This is an optimization exercise on Yosys and OpenROAD, whose aim is small area, not a production implementation.
The RTL was checked by simulation tests, not by an equivalence proof against the original design.
No driver is modelled on the clock port, so clocking that relies on it looks cheaper here than on a real chip.
Power figures rest on the tool's default switching activity, not on a simulated workload.

Design Pong_Top, start of the top module:
module Pong_Top
  #(parameter [16:0] BALL_AT  = 17'h0a8d7,   
    parameter [17:0] PAD_AT   = 18'h0de83,   
    parameter [17:0] PAD_OVER = 18'h1bd06)   
  (input  i_Clk,        
   input  i_Rst,        
   input i_Switch_1,
   input i_Switch_2,
   input i_Switch_3,
   input i_Switch_4,
   output o_VGA_HSync,
   output o_VGA_VSync,
   output [2:0] o_VGA_Red,
   output [2:0] o_VGA_Grn,
   output [2:0] o_VGA_Blu,
   output [3:0] o_Game_Test,
   output o_LED_1,
   output o_LED_2,
   output o_LED_3,
   output o_LED_4
   );
export LEC_CHECK = 0
export CAP_MARGIN = 20
export CORE_MARGIN = 2
export CORE_UTILIZATION = 70
export PLACE_DENSITY = 0.8
export SLEW_MARGIN = 20
create_clock -name core_clock -period 20.0 [get_ports {i_Clk}]
standard.sh (not shown) runs the stock make flow with config.mk's settings and CLKGATE_MAP_FILE= SYNTH_SCRIPT=/design/flow/synth_recipe.tcl, a recipe that flattens the netlist after the stock synthesis.
==> flow/flow/run.sh <==
#!/bin/bash
# Own layout flow: the standard synthesis, then its combinational logic
# mapped again for area with ABC (the registers stay exactly as the standard
# synthesis made them), then the standard layout steps with a clock tree
# of smaller buffers. Each tool's output goes to a log file in this folder.
set -euo pipefail
W=$PWD
P=${FLOW_PLATFORM:-sky130hd}
R=$W/orfs/results/$P/Pong_Top/base
L=$W/orfs/logs/$P/Pong_Top/base
YOSYS=$FLOW_HOME/../tools/install/yosys/bin/yosys
LIB=$FLOW_HOME/platforms/$P/lib/sky130_fd_sc_hd__tt_025C_1v80.lib

# 1. the standard synthesis
bash standard.sh synth > log_std_synth.txt 2>&1
cp "$R/1_2_yosys.v" std_1_2_yosys.v

# 2. combinational cell models from the liberty file
"$YOSYS" -q -l log_cells.txt -p "read_liberty -ignore_miss_func $LIB; write_verilog -noattr cells_all.v"
python3 flow/combcells.py cells_all.v cells_comb.v > log_combcells.txt 2>&1

# 3. map the combinational logic again, keeping the cells the platform marks
#    don't-use out as the standard synthesis does
DU=$(grep -o -- '-dont_use [A-Za-z0-9_]*' "$L/1_2_yosys.log" | sort -u | tr '\n' ' ')
cat > resyn.ys <<EOS
read_liberty -lib $LIB
read_verilog -sv std_1_2_yosys.v
hierarchy -top $FLOW_TOP
tee -o resyn_before.txt stat -liberty $LIB
techmap -map cells_comb.v
techmap
opt -purge
abc -liberty $LIB -script $W/flow/abc_area.script $DU
opt_clean
setundef -zero
hilomap -singleton -hicell sky130_fd_sc_hd__conb_1 HI -locell sky130_fd_sc_hd__conb_1 LO
insbuf -buf sky130_fd_sc_hd__buf_4 A X
splitnets
opt_clean -purge
check -assert -mapped
tee -o resyn_after.txt stat -liberty $LIB
write_verilog -noattr -nohex -nodec resyn_1_2_yosys.v
EOS
"$YOSYS" -l log_resyn.txt -s resyn.ys > /dev/null
cp resyn_1_2_yosys.v "$R/1_2_yosys.v"
touch "$R/1_2_yosys.v"

# 4. the standard layout from the new netlist on: the clock tree and the
#    port buffers use smaller cells, and the clock tree has no dummy loads
export CTS_ARGS="-sink_clustering_enable -repair_clock_nets -buf_list {sky130_fd_sc_hd__clkbuf_4 sky130_fd_sc_hd__clkbuf_8} -dont_use_dummy_load"
export BUFFER_PORTS_ARGS="-buffer_cell sky130_fd_sc_hd__buf_1"
bash standard.sh > log_std_layout.txt 2>&1
==> flow/flow/abc_area.script <==
&get -n
&st
&syn2
&dch
&nf
&st
&deepsyn -T 60
&put
dch -f
amap -F 10 -A 30 -C 1000
Other scripts of this flow, unchanged in this note and not shown: flow/flow/combcells.py
==> next run, changes <==
--- a/flow/flow/run.sh
+++ b/flow/flow/run.sh
@@ -48,5 +48,5 @@
 # 4. the standard layout from the new netlist on: the clock tree and the
 #    port buffers use smaller cells, and the clock tree has no dummy loads
-export CTS_ARGS="-sink_clustering_enable -repair_clock_nets -buf_list {sky130_fd_sc_hd__clkbuf_4 sky130_fd_sc_hd__clkbuf_8} -dont_use_dummy_load"
+export CTS_ARGS="-sink_clustering_enable -repair_clock_nets -buf_list sky130_fd_sc_hd__clkbuf_8 -dont_use_dummy_load"
 export BUFFER_PORTS_ARGS="-buffer_cell sky130_fd_sc_hd__buf_1"
 bash standard.sh > log_std_layout.txt 2>&1
Settings changed: CORE_UTILIZATION 70 to 40, PLACE_DENSITY 0.8 to not set.
After rerunning:
- worst setup slack gets better by 0.53 ns
- area after synthesis drops slightly
- final area climbs slightly
- total power climbs slightly
- non-clock buffer count climbs by 2
- core utilization drops by 31 points
- routed wire length climbs by a few percent
==> next run, changes <==
==> flow/flow/abc_area.script (replaced) <==
&get -n
&st
&syn2
&dch
&nf
&st
&deepsyn -T 60
&dch -f
&nf -R 1000
&put
Effect: Die area rises slightly. Hold slack is better by 0.030 ns. Routed wire length shrinks by a few percent. Critical path depth drops by 2. Final area increases by a few percent. Utilization goes down by 0.35 points. Final cell count is lower by a little under a tenth. Combinational power fell by about a fifth. Count of clock-buffer cells in the layout is unchanged. Clock power barely changes.

---

Pong_Top, a different RTL version from the one above (not shown whole).
For scale: about 980 cells after synthesis, ~25 I/O pins, about 0.0077 mm² of cells after synthesis.
clock: 20.0 ns
lec_check: 0
cap_margin: 20
core_margin: 2
core_utilization: 40
slew_margin: 20
==> flow/flow/run.sh <==
#!/bin/bash
# Own layout flow: the standard synthesis, then its combinational logic
# mapped again for area with ABC (the registers stay exactly as the standard
# synthesis made them), then the standard layout steps with a clock tree
# of smaller buffers. Each tool's output goes to a log file in this folder.
set -euo pipefail
W=$PWD
P=${FLOW_PLATFORM:-sky130hd}
R=$W/orfs/results/$P/Pong_Top/base
L=$W/orfs/logs/$P/Pong_Top/base
YOSYS=$FLOW_HOME/../tools/install/yosys/bin/yosys
LIB=$FLOW_HOME/platforms/$P/lib/sky130_fd_sc_hd__tt_025C_1v80.lib

# 1. the standard synthesis
bash standard.sh synth > log_std_synth.txt 2>&1
cp "$R/1_2_yosys.v" std_1_2_yosys.v

# 2. combinational cell models from the liberty file
"$YOSYS" -q -l log_cells.txt -p "read_liberty -ignore_miss_func $LIB; write_verilog -noattr cells_all.v"
python3 flow/combcells.py cells_all.v cells_comb.v > log_combcells.txt 2>&1

# 3. map the combinational logic again, keeping the cells the platform marks
#    don't-use out as the standard synthesis does
DU=$(grep -o -- '-dont_use [A-Za-z0-9_]*' "$L/1_2_yosys.log" | sort -u | tr '\n' ' ')
for S in 0 1 2 3 4 5 6 7; do
  sed "s/@SEED@/$S/" flow/abc_area.script > abc_$S.script
  cat > resyn_$S.ys <<EOS
read_liberty -lib $LIB
read_verilog -sv std_1_2_yosys.v
hierarchy -top $FLOW_TOP
tee -o resyn_before.txt stat -liberty $LIB
techmap -map cells_comb.v
techmap
opt -purge
abc -liberty $LIB -script $W/abc_$S.script $DU
opt_clean
setundef -zero
hilomap -singleton -hicell sky130_fd_sc_hd__conb_1 HI -locell sky130_fd_sc_hd__conb_1 LO
insbuf -buf sky130_fd_sc_hd__buf_4 A X
splitnets
opt_clean -purge
check -assert -mapped
tee -o resyn_after_$S.txt stat -liberty $LIB
write_verilog -noattr -nohex -nodec resyn_$S.v
EOS
  "$YOSYS" -l log_resyn_$S.txt -s resyn_$S.ys > /dev/null &
  if [ "$S" = 3 ]; then wait; fi
done
wait
# keep the smallest of the eight seeds' netlists
BEST=$(for S in 0 1 2 3 4 5 6 7; do
  a=$(grep -o "Chip area for module .*: [0-9.]*" resyn_after_$S.txt 2>/dev/null | awk "{print \$NF}" || true); [ -n "$a" ] || a=1e9
  echo "$a $S"
done | sort -g | head -1 | awk '{print $2}')
echo "seed $BEST" > resyn_choice.txt
cp resyn_$BEST.v "$R/1_2_yosys.v"
touch "$R/1_2_yosys.v"

# 4. the standard layout from the new netlist on: the clock tree and the
#    port buffers use smaller cells, and the clock tree has no dummy loads
export CTS_ARGS="-sink_clustering_enable -repair_clock_nets -buf_list sky130_fd_sc_hd__clkbuf_8 -dont_use_dummy_load"
export BUFFER_PORTS_ARGS="-buffer_cell sky130_fd_sc_hd__buf_1"
bash standard.sh cts > log_std_to_cts.txt 2>&1

# 5. each leaf clock buffer gets the smallest size that keeps its flip-flops'
#    clock slew low, then the standard layout runs on to the end
CTS_DB="$R/4_cts.odb" CTS_SDC="$R/4_cts.sdc" \
  openroad -no_init -exit flow/clk_resize.tcl > log_clk_resize.txt 2>&1
bash standard.sh > log_std_layout.txt 2>&1
==> flow/flow/abc_area.script <==
&get -n
&st
&syn2
&dch
&nf
&st
&deepsyn -T 90 -S @SEED@
&put
dch -f
amap -F 10 -A 30 -C 1000
Other scripts of this flow, unchanged in this note and not shown: flow/flow/clk_resize.tcl, flow/flow/combcells.py
Then changed:
--- a/flow/flow/run.sh
+++ b/flow/flow/run.sh
@@ -23,5 +23,5 @@
 #    don't-use out as the standard synthesis does
 DU=$(grep -o -- '-dont_use [A-Za-z0-9_]*' "$L/1_2_yosys.log" | sort -u | tr '\n' ' ')
-for S in 0 1 2 3 4 5 6 7; do
+for S in 0 1 2 3; do
   sed "s/@SEED@/$S/" flow/abc_area.script > abc_$S.script
   cat > resyn_$S.ys <<EOS
@@ -45,9 +45,8 @@
 EOS
   "$YOSYS" -l log_resyn_$S.txt -s resyn_$S.ys > /dev/null &
-  if [ "$S" = 3 ]; then wait; fi
 done
 wait
-# keep the smallest of the eight seeds' netlists
-BEST=$(for S in 0 1 2 3 4 5 6 7; do
+# keep the smallest of the four seeds' netlists
+BEST=$(for S in 0 1 2 3; do
   a=$(grep -o "Chip area for module .*: [0-9.]*" resyn_after_$S.txt 2>/dev/null | awk "{print \$NF}" || true); [ -n "$a" ] || a=1e9
   echo "$a $S"
==> flow/flow/abc_area.script (replaced) <==
&get -n
&st
&syn2
&dch
&nf
&st
&deepsyn -T 150 -S @SEED@
&put
dch -f
amap -F 10 -A 30 -C 1000
What happened: The new run finished with timing, DRC and antenna clean; clock-buffer cell count does not change; total power does not change; hold slack stays the same.

port drivers added, routing unchanged:
No port has a modelled driver above. Below, the same layouts with a new extraction and two added sets of constraints. Step 1, drivers: a clkbuf_16 drives i_Clk and a buf_2 each remaining input, both assumed. Step 2, shift: input delay + t, output delay - t, t = (earliest + latest rising clock arrival at the registers) / 2. This alone moves slack from input paths to output paths. a / b / c = no drivers / after step 1 / after step 2; a / b = the first two.
run | t, ns | setup slack, ns | clock arrival spread, ns | slew at the worst register clock pin (ns)
the first run of note 1 | 0.492 | 13.623 / 13.640 / 13.148 | 0.026 / 0.027 | 0.09 / 0.09
the second run of note 1 | 0.483 | 14.149 / 14.163 / 13.680 | 0.035 / 0.035 | 0.10 / 0.10
the third run of note 1 | 0.487 | 13.894 / 13.906 / 13.419 | 0.033 / 0.032 | 0.10 / 0.10
the first run of note 2 | 0.478 | 14.132 / 14.149 / 13.672 | 0.037 / 0.037 | 0.11 / 0.11
the second run of note 2 | 0.478 | 14.132 / 14.149 / 13.672 | 0.037 / 0.037 | 0.11 / 0.11
After both steps every run listed still meets setup and hold.
